Source: an optimization exercise on an open RTL-to-GDS flow (aim: small area, a short achievable clock period and few clock cycles per item). Production flows keep margins and buffers that such runs may drop. The RTL was checked by simulation tests, not by an equivalence proof against the original design.

==> inputs of run a <==
==> flow/design.v (excerpt) <==
module rs_decoder_90_64 (
    input  clk,
    input  rst_n,
    input  start,
    input  [719:0] received_code,
    output [511:0] decoded_data,
    output [4:0] errors_detected,
    output error_corrected,
    output [6:0] error_position,
    output reg valid_out,
    output decode_success
);
clock: 12.0 ns
lec_check: 0
cap_margin: 40
core_area: 10 10 690 690
die_area: 0 0 700 700
setup_slack_margin: 5
slew_margin: 40
run.sh (not shown) runs the stock make flow with config.mk's settings and CLKGATE_MAP_FILE= SYNTH_SCRIPT=/design/flow/synth_recipe.tcl, a recipe that flattens the netlist after the stock synthesis.
==> inputs of run b, as changes to run a <==
==> flow/flow/run.sh (new file) <==
#!/bin/bash
# The standard layout (standard.sh: standard synthesis, floorplan, place, CTS, route),
# with one change on the make command line: the port buffers that global placement
# inserts use the smallest buffer cell (timing repair resizes the ones that matter).
# Every tool's output stays in orfs/logs; make's own output goes to standard.log.
set -euo pipefail
bash standard.sh "BUFFER_PORTS_ARGS=-buffer_cell sky130_fd_sc_hd__buf_1" finish > standard.log 2>&1
==> flow/standard.sh (new file) <==
#!/bin/bash
# synth_recipe.tcl (not shown) runs the flow's synth.tcl, then flattens the netlist and writes it again
# the make line also repeats each setting of config.mk as NAME=value (left out here)
make -C /OpenROAD-flow-scripts/flow DESIGN_CONFIG=/design/flow/config.mk WORK_HOME=/design/flow/orfs CLKGATE_MAP_FILE= SYNTH_SCRIPT=/design/flow/synth_recipe.tcl "${@:-finish}"
removed: flow/run.sh
==> comparison table <==
quantity	run b	run a
Result of the run	finished clean	finished clean
Data required time of the critical path	9.60 ns	12.79 ns
Wirelength per Cell	66.8 µm	65.4 µm
Total routed wire length on the met1 layer	516,000 µm	500,000 µm
Area share of buffers outside the clock network	8.61%	13.3%
Multi-input gate area in the final layout	90,300 µm²	90,500 µm²
Max Freq	0.136 GHz	0.137 GHz
Vias/cell	5.96	5.89
Global routing usage summed across all routing layers	53.4%	52.0%
PnR worst setup slack	4.63 ns	4.72 ns
Met3 usage	28.6%	27.2%
Max-slew headroom	23.0%	21.3%
Post-layout instance count excluding filler cells	20,600	20,500
Final weighted congestion in routability-driven placement	1.27	1.27
WHS	0.496 ns	0.484 ns
Register area	12,400 µm²	12,400 µm²
Testbench counts of run a, summed over its fixed seeds: cycles 1,920, items 384.
Testbench counts of run b, summed over its fixed seeds: cycles 1,920, items 384.

==> exp/maple: inputs <==
Another version of the RTL of rs_decoder_90_64 (not shown whole).
clock: 12.0 ns
lec_check: 0
cap_margin: 40
core_area: 10 10 690 690
die_area: 0 0 700 700
setup_slack_margin: 5
slew_margin: 40
standard.sh (not shown) runs the stock make flow with config.mk's settings and CLKGATE_MAP_FILE= SYNTH_SCRIPT=/design/flow/synth_recipe.tcl, a recipe that flattens the netlist after the stock synthesis.
==> flow/flow/run.sh <==
#!/bin/bash
# The standard layout (standard.sh: standard synthesis, floorplan, place, CTS, route),
# with one change on the make command line: the port buffers that global placement
# inserts use the smallest buffer cell (timing repair resizes the ones that matter).
# Every tool's output stays in orfs/logs; make's own output goes to standard.log.
set -euo pipefail
bash standard.sh "BUFFER_PORTS_ARGS=-buffer_cell sky130_fd_sc_hd__buf_1" finish > standard.log 2>&1
==> inputs of exp/fjord, as changes to exp/maple <==
==> flow/flow/run.sh (replaced) <==
#!/bin/bash
# The standard layout (standard.sh: standard synthesis, floorplan, place, CTS, route),
# with two settings changed on the make command line:
#  - the port buffers that global placement inserts use the smallest buffer cell
#    (timing repair resizes the ones that matter);
set -euo pipefail
bash standard.sh "BUFFER_PORTS_ARGS=-buffer_cell sky130_fd_sc_hd__buf_1" \
    "SETUP_SLACK_MARGIN=5.5" finish > standard.log 2>&1
==> inputs of exp/raven, as changes to exp/maple <==
==> flow/flow/run.sh (replaced) <==
#!/bin/bash
# The standard layout (standard.sh: standard synthesis, floorplan, place, CTS, route),
# with two settings changed on the make command line:
#  - the port buffers that global placement inserts use the smallest buffer cell
#    (timing repair resizes the ones that matter);
set -euo pipefail
bash standard.sh "BUFFER_PORTS_ARGS=-buffer_cell sky130_fd_sc_hd__buf_1" \
    "SETUP_SLACK_MARGIN=5.5" finish > standard.log 2>&1
- CORE_AREA: 10 10 690 690 -> 10 10 590 590
- DIE_AREA: 0 0 700 700 -> 0 0 600 600
==> run notes <==
                                                                         exp/fjord              exp/maple                 exp/raven
Outcome                                                   timing/DRC/antenna clean  timing/DRC/antenna clean  timing/DRC/antenna clean
Part of the cycle the worst path needs                                       0.593                  0.609                     0.609
Total routing resource utilization after global routing                      0.446                  0.466                     0.568
Inst Count DP                                                                17042                  17137                     15306
CTS clk-pin slew, worst paths                                              0.06 ns                0.06 ns                   0.07 ns
Initial antenna violation count                                                228                    257                       198
Diode count                                                                    189                    212                       290
Hold WS                                                                   0.523 ns               0.485 ns                  0.495 ns
Delay of the slowest critical-path stage                                   0.86 ns                0.98 ns                   0.64 ns
Critical-path top delay cell                              sky130_fd_sc_hd__xnor2_1  sky130_fd_sc_hd__fa_1  sky130_fd_sc_hd__xnor2_2
Fin area                                                              123000 sq um           120000 sq um              120000 sq um
Core Rows                                                                      249                    249                       212
Wire per inst                                                         63.9 microns           66.8 microns              66.3 microns
Final min period                                                           7.11 ns                7.31 ns                   7.31 ns
Share of the core filled with cells in the final layout                      0.267                  0.260                     0.358
Routed wl met2                                                              442 mm                 456 mm                    382 mm
Met3 wirelength from detailed routing                                       114 mm                 117 mm                    165 mm
Routing usage on met2                                                        0.613                  0.631                     0.716
Testbench counts of exp/maple, summed over its fixed seeds: cycles 1,920, items 384.
Testbench counts of exp/fjord, summed over its fixed seeds: cycles 1,920, items 384.
Testbench counts of exp/raven, summed over its fixed seeds: cycles 1,920, items 384.

==> afterwards: timing with drivers on the ports <==
The flow's constraints put no driver on any port. The routed layouts listed below were extracted and timed again, unchanged, in two steps.
Step 1, drivers: a clkbuf_16 drives clk and a buf_2 each remaining input, both assumed.
Step 2, shift: input delay + t, output delay - t, t = (earliest + latest rising clock arrival at the registers) / 2. This alone moves slack from input paths to output paths.
Slacks: no drivers / after step 1 / after step 2; pairs: no drivers / after step 1.
run	t (ns)	setup slack, ns	cell pins on the clock port's net
run a	1.000	4.718 / 4.718 / 4.718	1
run b	1.022	4.625 / 4.534 / 4.847	1
exp/maple	0.951	4.687 / 4.687 / 4.687	1
exp/fjord	0.949	4.885 / 4.885 / 4.885	1
exp/raven	0.934	4.692 / 4.692 / 4.692	1
After both steps setup and hold are still met in every run listed.
